From an optimization exercise on the open Yosys and OpenROAD flow, aimed at small area, a short achievable clock period and few clock cycles; shortcuts taken in it are not production practice.
RTL that was checked went through simulation tests only; none was proved equivalent to the original.

run X:
==> flow/design.v (excerpt) <==
module M1 (
	input logic Clock,
	input logic resetn,
	input logic [15:0] SRAM_read_data,
	input logic start,
	output logic [17:0] SRAM_address,
	output logic done,
	output logic [15:0] SRAM_write_data,
	output logic SRAM_we_n
);
Size: roughly 340 flip-flops, about 55 I/O pins, about 22,000 um2 of cells after synthesis.
Settings: LEC_CHECK=0, CAP_MARGIN=20, CORE_MARGIN=2, CORE_UTILIZATION=45, PLACE_DENSITY=0.6, SLEW_MARGIN=20; clock period 14.0 ns.
standard.sh (not shown) runs the stock make flow with config.mk's settings and CLKGATE_MAP_FILE= SYNTH_SCRIPT=/design/flow/synth_recipe.tcl, a recipe that flattens the netlist after the stock synthesis.
==> flow/flow/run.sh <==
#!/bin/bash
export SETUP_SLACK_MARGIN=10.0
export CTS_CLUSTER_SIZE=25
export CTS_CLUSTER_DIAMETER=300
bash standard.sh > standard.log 2>&1
Both conditions hold for run X: the flow ran to the end and the final layout passed the timing, design-rule and antenna checks.
Testbench counts of run X, summed over its fixed seeds: cycles 779,580.
Inputs modified between run X and run C:
--- a/flow/design.v
+++ b/flow/design.v
@@ -202,16 +202,15 @@
 wire fl_w127 = fl_w120 ^ fl_w125;
 wire fl_w128 = fl_w120 & fl_w125;
 wire fl_w129 = s3[8] ^ fl_w124 ^ fl_w126;
 wire fl_w130 = (s3[8] & fl_w124) | (s3[8] & fl_w126) | (fl_w124 & fl_w126);
 wire [17:0] fl_a = {1'b1, 1'b1, fl_w128, fl_w122, fl_w114, fl_w104, fl_w94, fl_w80, fl_w77, fl_w52, fl_w38, fl_w35, fl_w23, fl_w12, fl_w8, fl_w5, fl_w2, 1'b1};
 wire [17:0] fl_b = {1'b0, fl_w130, fl_w129, fl_w127, fl_w121, fl_w113, fl_w103, fl_w93, fl_w79, fl_w65, fl_w51, fl_w37, fl_w25, fl_w17, fl_w11, fl_w7, fl_w3, fl_w1};
-wire [8:0] fl_lo = {1'b0, fl_a[7:0]} + {1'b0, fl_b[7:0]};
-logic [9:0] fla_r, flb_r;
-logic       flc_r;
-wire  [9:0] filt = fla_r + flb_r + {9'd0, flc_r};
+logic [17:0] fla_r, flb_r;
+wire  [17:0] fl_sum = fla_r + flb_r;
+wire  [9:0]  filt = fl_sum[17:8];
 logic [7:0] opy;
 logic [9:0] opu, opv;
 logic sel_x, sel_a, sel_m, sel_r;
 wire [9:0] up = {~opu[9], opu[8:0]};
 wire [9:0] vp = {~opv[9], opv[8:0]};
 wire [9:0] xp = sel_x ? up : vp;
@@ -646,13 +645,13 @@
 	if (ins) begin
 		for (int i = 0; i < 11; i++) win[i] <= win[i+1];
 		win[11] <= ins_data;
 	end
 	if (t3) ybuf <= SRAM_read_data;             
 	if (t3) opy <= SRAM_read_data[15:8];        
-	fla_r <= fl_a[17:8]; flb_r <= fl_b[17:8]; flc_r <= fl_lo[8];
+	fla_r <= fl_a; flb_r <= fl_b;
 	if (t4) uo <= filt;
 	if (t4) begin
 		opu <= {2'b00, win[4]};    
 		opv <= {2'b00, win[5]};
 	end
 	if (t1) begin
## What came out
- Run C ran to completion and came out clean on the timing, design-rule and antenna checks.
- Share of the clock period used by the worst path was higher in the run labelled run C.
- Cmp run X and run C / non-clock buffer count in the final layout / higher: run X
- Taking run X as the reference, in run C pin count of the biggest net entering global routing went up 7.8%, initial cell density of the core has increased.
- Taking run X as the reference, in run C cell area after layout picked up an extra 1.1%; global-route usage lost 0.61 points.
- Width of the chip of run C exceeds that of run X slightly.
- Relative to run X, the number of nets in the finished design measured on run C has decreased slightly.
Function not checked in run C: the RTL went through the layout flow alone.

---

## run a
M1 again, from the RTL that the note above started with.
Design M1, start of the top module:
module M1 (
	input logic Clock,
	input logic resetn,
	input logic [15:0] SRAM_read_data,
	input logic start,
	output logic [17:0] SRAM_address,
	output logic done,
	output logic [15:0] SRAM_write_data,
	output logic SRAM_we_n
);
==> flow/config.mk <==
export PLATFORM = sky130hd
export DESIGN_NAME = M1
export DESIGN_NICKNAME = M1
export VERILOG_FILES = /design/flow/design.v
export SDC_FILE = /design/flow/constraint.sdc
export NUM_CORES = 4
export LEC_CHECK = 0
export CAP_MARGIN = 20
export CORE_MARGIN = 2
export CORE_UTILIZATION = 45
export PLACE_DENSITY = 0.6
export SLEW_MARGIN = 20
==> flow/constraint.sdc <==
create_clock -name core_clock -period 14.0 [get_ports {Clock}]
set_input_delay 2.8000 -clock core_clock [delete_from_list [all_inputs] [get_ports {Clock}]]
set_output_delay 2.8000 -clock core_clock [all_outputs]
set_load 0.01 [all_outputs]
==> flow/flow/run.sh <==
#!/bin/bash
cat standard.sh > standard_sh.txt
export SETUP_SLACK_MARGIN=10.0
bash standard.sh > standard.log 2>&1
Testbench counts of run a, summed over its fixed seeds: cycles 779,580.
diff inputs: run a => run b
--- a/flow/design.v
+++ b/flow/design.v
@@ -642,21 +642,21 @@
 endfunction
 wire [7:0] rb8 = clip(rb_hi);
 wire [7:0] g8  = clip(gg_hi);
 always_ff @(posedge Clock) begin
 	if (ins) begin
 		for (int i = 0; i < 11; i++) win[i] <= win[i+1];
 		win[11] <= ins_data;
 	end
-	if (t3) ybuf <= SRAM_read_data;             
-	if (t3) opy <= SRAM_read_data[15:8];        
+	if (t3) ybuf <= SRAM_read_data;
 	fla_r <= fl_a[17:8]; flb_r <= fl_b[17:8]; flc_r <= fl_lo[8];
 	if (t4) uo <= filt;
 	if (t4) begin
+		opy <= ybuf[15:8];
 		opu <= {2'b00, win[4]};    
 		opv <= {2'b00, win[5]};
 	end
 	if (t1) begin
 		opy <= ybuf[7:0];
 		opu <= uo;
 		opv <= filt;
 	end
==> notes.md <==
- Final cycle utilization of the critical path: run a vs run b, no meaningful difference
- Number of nets still failing antenna checks after routing came out exactly the same in run b and run a.
- Looking at die area across both flows, run b is the weaker of the two, with run a ahead.
- For run a, the start point of the critical path was win[0][1], unlike run b, where it was win[6][0].
- The higher number of fillers in the final layout of run b and run a is in run b.
- For synthesis-to-layout area growth, run b and run a come out practically identical.
- | final cell count | run b vs run a | ≈ equal |
- Going from run a to run b, via count of the first global-routing pass grows by about 1.3%.
- Taking run a as the reference, in run b met2 routing resource usage after global routing went up by 1.0 points, share of async-settable or async-resettable flops after synthesis was more or less identical.
Testbench counts of run b, summed over its fixed seeds: cycles 779,580.

---

== JK ==
Another version of the RTL of M1 (not shown whole).
Size: roughly 22,000 sq um of cells after synthesis.
==> flow/design.v (excerpt) <==
module M1 (
	input logic Clock,
	input logic resetn,
	input logic [15:0] SRAM_read_data,
	input logic start,
	output logic [17:0] SRAM_address,
	output logic done,
	output logic [15:0] SRAM_write_data,
	output logic SRAM_we_n
);
localparam logic [1:0] S_IDLE = 2'd0, S_RUN = 2'd1, S_LEAD = 2'd2, S_FIN = 2'd3;
logic [1:0]  state;
logic [4:0]  ph;         
logic [7:0]  m;          
logic [2:0]  lc;         
logic        first;      
logic [15:0] y_cnt;      
logic [17:0] rgb_cnt;    
wire run  = (state == S_RUN);
wire lead = (state == S_LEAD);
wire t0 = run && ph[0];
wire t1 = run && ph[1];
wire t2 = run && ph[2];
wire t3 = run && ph[3];
wire t4 = run && ph[4];
wire last_row = (y_cnt == 16'd38399) || (y_cnt == 16'd38400);
wire wr_ok = (m != 8'd0) && !first;               
wire cr_u = (m[0] && m <= 8'd153) || (m == 8'd158 && !last_row);
wire cr_v = (!m[0] && m <= 8'd154 && !first) || (m == 8'd159 && !last_row);
logic [17:0] cr_base;
logic        cr_cin;
always_comb begin
	cr_cin = 1'b0;
	if (lead) cr_base = (lc == 3'd1) ? 18'd57601 : (lc == 3'd4) ? 18'd38402 : 18'd38401;
	else if (m == 8'd158) begin cr_base = 18'd38400; cr_cin = y_cnt[0]; end
	else if (m == 8'd159) cr_base = 18'd57600;
	else cr_base = cr_u ? 18'd38402 : 18'd57602;
end
wire [17:0] cr_addr = cr_base + {3'd0, y_cnt[15:1]} + {17'd0, cr_cin};
logic [7:0]  win [0:11];
  ...
clock: 14.0 ns
lec_check: 0
cap_margin: 20
core_margin: 2
core_utilization: 45
place_density: 0.6
slew_margin: 20
Scripts as last shown in full above: flow/flow/run.sh
JK: full flow OK, the timing, design-rule and antenna checks passed
Testbench counts of JK, summed over its fixed seeds: cycles 779,580.
diff inputs: JK => MS
--- a/flow/design.v
+++ b/flow/design.v
@@ -12,38 +12,29 @@
 );
 localparam logic [1:0] S_IDLE = 2'd0, S_RUN = 2'd1, S_LEAD = 2'd2, S_FIN = 2'd3;
 logic [1:0]  state;
 logic [4:0]  ph;         
 logic [7:0]  m;          
 logic [2:0]  lc;         
 logic        first;      
 logic [15:0] y_cnt;      
+logic [14:0] uv_cnt;     
 logic [17:0] rgb_cnt;    
 wire run  = (state == S_RUN);
 wire lead = (state == S_LEAD);
 wire t0 = run && ph[0];
 wire t1 = run && ph[1];
 wire t2 = run && ph[2];
 wire t3 = run && ph[3];
 wire t4 = run && ph[4];
-wire last_row = (y_cnt == 16'd38399) || (y_cnt == 16'd38400);
+wire last_row = (uv_cnt == 15'd19200);            
 wire wr_ok = (m != 8'd0) && !first;               
 wire cr_u = (m[0] && m <= 8'd153) || (m == 8'd158 && !last_row);
 wire cr_v = (!m[0] && m <= 8'd154 && !first) || (m == 8'd159 && !last_row);
-logic [17:0] cr_base;
-logic        cr_cin;
-always_comb begin
-	cr_cin = 1'b0;
-	if (lead) cr_base = (lc == 3'd1) ? 18'd57601 : (lc == 3'd4) ? 18'd38402 : 18'd38401;
-	else if (m == 8'd158) begin cr_base = 18'd38400; cr_cin = y_cnt[0]; end
-	else if (m == 8'd159) cr_base = 18'd57600;
-	else cr_base = cr_u ? 18'd38402 : 18'd57602;
-end
-wire [17:0] cr_addr = cr_base + {3'd0, y_cnt[15:1]} + {17'd0, cr_cin};
 logic [7:0]  win [0:11];
 logic [15:0] uw, vw, ybuf;
 logic [9:0]  uo;
 logic        cr_u_d, cr_v_d;      
 logic       ins, ins_u, ins_hi;
 wire  [7:0] ins_data = ins_u ? (ins_hi ? uw[15:8] : uw[7:0]) : (ins_hi ? vw[15:8] : vw[7:0]);
 wire  [2:0] lc1 = lc + 3'd1;
 always_ff @(posedge Clock) begin
@@ -678,38 +669,47 @@
 	if (t3) SRAM_write_data[7:0] <= rb8;
 	if (t4) SRAM_write_data <= {g8, rb8};
 end
 always_ff @(posedge Clock) begin
 	if (state == S_IDLE) begin
 		m <= 8'd158;
 		first <= 1'b1;
 		y_cnt <= 16'd0;
+		uv_cnt <= 15'd0;
 		rgb_cnt <= 18'd146944;
 		lc <= 3'd0;
 	end else if (run) begin
 		if (ph[0] && m <= 8'd159 && !first) begin
 			SRAM_address <= {2'b00, y_cnt};
 			y_cnt <= y_cnt + 16'd1;
 		end
 		if ((ph[1] || ph[3] || ph[4]) && wr_ok) begin
 			SRAM_address <= rgb_cnt;
 			rgb_cnt <= rgb_cnt + 18'd1;
 		end
-		if (ph[2] && (cr_u || cr_v)) SRAM_address <= cr_addr;
+		if (ph[2] && cr_u) SRAM_address <= 18'd38400 + {3'd0, uv_cnt};
+		if (ph[2] && cr_v) begin
+			SRAM_address <= 18'd57600 + {3'd0, uv_cnt};
+			uv_cnt <= uv_cnt + 15'd1;
+		end
 		if (ph[4]) begin
 			if (m == 8'd160) begin
 				first <= 1'b0;
 				lc <= 3'd0;
 				m <= 8'd0;
 			end else m <= m + 8'd1;
 		end
 	end else if (lead) begin
 		lc <= lc + 3'd1;
-		if (lc == 3'd0 || lc == 3'd1 || lc == 3'd4) SRAM_address <= cr_addr;
+		if (lc == 3'd0 || lc == 3'd4) SRAM_address <= 18'd38400 + {3'd0, uv_cnt};
+		if (lc == 3'd1) begin
+			SRAM_address <= 18'd57600 + {3'd0, uv_cnt};
+			uv_cnt <= uv_cnt + 15'd1;
+		end
 	end
 end
 always_ff @(posedge Clock or negedge resetn) begin
 	if (!resetn) begin
 		state <= S_IDLE;
 		ph <= 5'b00001;
 		SRAM_we_n <= 1'b1;
 		done <= 1'b0;
### Flow results
~same all-layer global routing usage in JK and MS. MS vs. JK: first-pass GRT wire length grew by about 1.4%, part of the Yosys area used for sequential elements grew by 0.79 points, instance area at placement grew by 1.3%, share of the final layout cell area in multi-input gates shrank by 0.38 points.
Testbench counts of MS, summed over its fixed seeds: cycles 779,580.

-- what the ideal ports hide --
The results above use ideal ports. As a check the final layouts listed here were re-extracted and re-timed, cells and wires unchanged.
Step 1 assumes that a clkbuf_16 drives the clock port and a buf_2 every other input.
Step 2 also shifts input and output timing later by t, the mid clock arrival at the registers, as if the neighbouring blocks saw the same clock.
a / b / c = ideal / step 1 / step 2; a / b = the first two.
run | t, ns | slack for setup (ns) | worst setup path after step 2 | clock arrival spread, ns | worst slew at a driven data input, ns
run X | 0.585 | 9.893 / 9.893 / 9.534 | input to register | 0.041 / 0.042 | 0.04
run C | 0.595 | 9.869 / 9.869 / 9.598 | input to register | 0.028 / 0.029 | 0.04
run a | 0.615 | 9.884 / 9.884 / 9.549 | input to register | 0.027 / 0.028 | 0.04
run b | 0.625 | 9.876 / 9.876 / 9.641 | input to register | 0.022 / 0.021 | 0.04
JK | 0.602 | 9.909 / 9.909 / 9.690 | input to register | 0.030 / 0.030 | 0.04
MS | 0.605 | 9.937 / 9.937 / 9.676 | input to register | 0.014 / 0.014 | 0.04
After both steps setup and hold are still met in every run listed. The setup slack of run X, which loses most, moves by 0.000 ns with the drivers and by -0.359 ns with both steps.
